From an optimization exercise on the open Yosys and OpenROAD flow, aimed at small area, a short achievable clock period and few clock cycles; shortcuts taken in it are not production practice. In this exercise RTL edits were held to simulation tests only and were not proved equivalent to the original. No activity file was given, so power comes from the tool's default toggle rates.

== exp/cedar ==
## LBP
module LBP ( clk, reset, gray_addr, gray_req, gray_ready, gray_data, lbp_addr, lbp_valid, lbp_data, finish);
Size in the first run: about 140 flip-flops, roughly 4400 um^2 of cells after synthesis.
Settings: LEC_CHECK=0, CAP_MARGIN=20, CORE_MARGIN=2, CORE_UTILIZATION=40, SLEW_MARGIN=20; clock period 4.0 ns.
standard.sh (not shown) runs the stock make flow with config.mk's settings and CLKGATE_MAP_FILE= SYNTH_SCRIPT=/design/flow/synth_recipe.tcl, a recipe that flattens the netlist after the stock synthesis.
==> flow/flow/run.sh <==
#!/bin/bash
# Layout flow: the standard synthesis, then the ORFS flow with port buffers, clock tree
# and timing repair chosen here (see params.sh). Each tool's output is logged in this folder.
set -euo pipefail
W=$PWD
source flow/params.sh
bash standard.sh synth > synth.log 2>&1
make -C "$FLOW_HOME" DESIGN_CONFIG="$FLOW_CONFIG" WORK_HOME="$W/orfs" CLKGATE_MAP_FILE= \
  SYNTH_SCRIPT="$W/synth_recipe.tcl" "${PARAMS[@]}" finish > layout.log 2>&1
R=$W/orfs/results/$FLOW_PLATFORM/LBP/base
: # left out here: write the final layout as DEF
==> flow/flow/params.sh <==
PARAMS=(
  CORE_UTILIZATION=40 CORE_MARGIN=2 CAP_MARGIN=20 SLEW_MARGIN=20
  SETUP_SLACK_MARGIN=2.5
  "BUFFER_PORTS_ARGS=-buffer_cell sky130_fd_sc_hd__buf_2"
  "CTS_ARGS=-sink_clustering_enable -repair_clock_nets -sink_clustering_size 40 -sink_clustering_max_diameter 400 -sink_clustering_levels 1 -buf_list sky130_fd_sc_hd__clkbuf_16 -root_buf sky130_fd_sc_hd__clkbuf_16"
)
exp/cedar completed every stage of the flow, and the final layout passed the timing, design-rule and antenna checks.
Testbench counts of exp/cedar, summed over its fixed seeds: cycles 172,040.
Input-level comparison between exp/yarrow and exp/cedar:
==> flow/flow/params.sh <==
PARAMS=(
  CORE_UTILIZATION=40 CORE_MARGIN=2 CAP_MARGIN=20 SLEW_MARGIN=20
  SETUP_SLACK_MARGIN=2.5
  "BUFFER_PORTS_ARGS=-buffer_cell sky130_fd_sc_hd__buf_2"
  "CTS_ARGS=-repair_clock_nets -buf_list sky130_fd_sc_hd__clkbuf_16 -root_buf sky130_fd_sc_hd__clkbuf_16"
)
Results
- Number of levels the H-tree was split into: exp/cedar vs exp/yarrow identical
- Delta (exp/yarrow minus exp/cedar): clock transition time at the flip-flop clock pins of the worst setup and hold paths flat, number of pins with negative max-slew slack in the final report comparable.
- As far as clock-cell share of area goes, exp/yarrow and exp/cedar are indistinguishable; the numbers are identical.
- Re net load switching power: no difference whatsoever between exp/yarrow and exp/cedar.
- Via density per instance: exp/yarrow vs exp/cedar — no meaningful difference
- Re relative slew slack: no difference whatsoever between exp/yarrow and exp/cedar.
- exp/cedar -> exp/yarrow: total die area flat
- Reported for exp/cedar and exp/yarrow, design area turned out identical to the last digit.
- As far as sequential cell count goes, exp/yarrow and exp/cedar are indistinguishable; the numbers are identical.
> inputs changed (exp/yarrow -> exp/amber)
==> flow/flow/params.sh <==
PARAMS=(
  CORE_UTILIZATION=40 CORE_MARGIN=2 CAP_MARGIN=20 SLEW_MARGIN=20
  SETUP_SLACK_MARGIN=2.6
  "BUFFER_PORTS_ARGS=-buffer_cell sky130_fd_sc_hd__buf_2"
  "CTS_ARGS=-sink_clustering_enable -repair_clock_nets -sink_clustering_size 40 -sink_clustering_max_diameter 150 -buf_list sky130_fd_sc_hd__clkbuf_16 -root_buf sky130_fd_sc_hd__clkbuf_16"
)
Notes after the runs:
Of exp/yarrow and exp/amber, exp/amber shows the higher worst relative slew slack, with exp/yarrow below it. exp/amber vs exp/yarrow — routability congestion estimate from global placement dropped 0.54%. exp/amber ended up with a higher number of design-rule violations left by the first detailed-router iteration than exp/yarrow did. The origin of the worst setup path comes out gray_data[0] in one run and col_end in the other, namely in exp/yarrow and exp/amber respectively. Comparing exp/yarrow and exp/amber, the lower design area was measured on exp/yarrow. Compared with exp/yarrow, exp/amber shows a higher reported net switching power. The lower smallest setup slack after layout came out of exp/yarrow. Summary of exp/amber over exp/yarrow: final period utilization saw little to no change, post-layout minimum cycle time went down by 0.0045 ns, power dissipated in the clock network has remained practically unchanged, share of synthesized cell area in full adder, half adder and majority cells did not really move.

==> static timing again, ports no longer ideal <==
The flow's constraints put no driver on any port. The routed layouts listed below were extracted and timed again, unchanged, in two steps. Step 1: set_driving_cell puts a clkbuf_16 on clk and a buf_2 on each other input, an assumption about the parent block. Step 2, shift: input delay + t, output delay - t, t = (earliest + latest rising clock arrival at the registers) / 2. This alone moves slack from input paths to output paths. Three values: no drivers, after step 1, after step 2; two values: the first two.
run | t, ns | setup WS [ns] | worst register clock-pin slew, ns
exp/cedar | 0.444 | 2.233 / 2.223 / 1.793 | 0.06 / 0.06
exp/yarrow | 0.444 | 2.233 / 2.223 / 1.793 | 0.06 / 0.06
exp/amber | 0.449 | 2.238 / 2.210 / 1.802 | 0.06 / 0.06
After both steps every run listed still meets setup and hold.
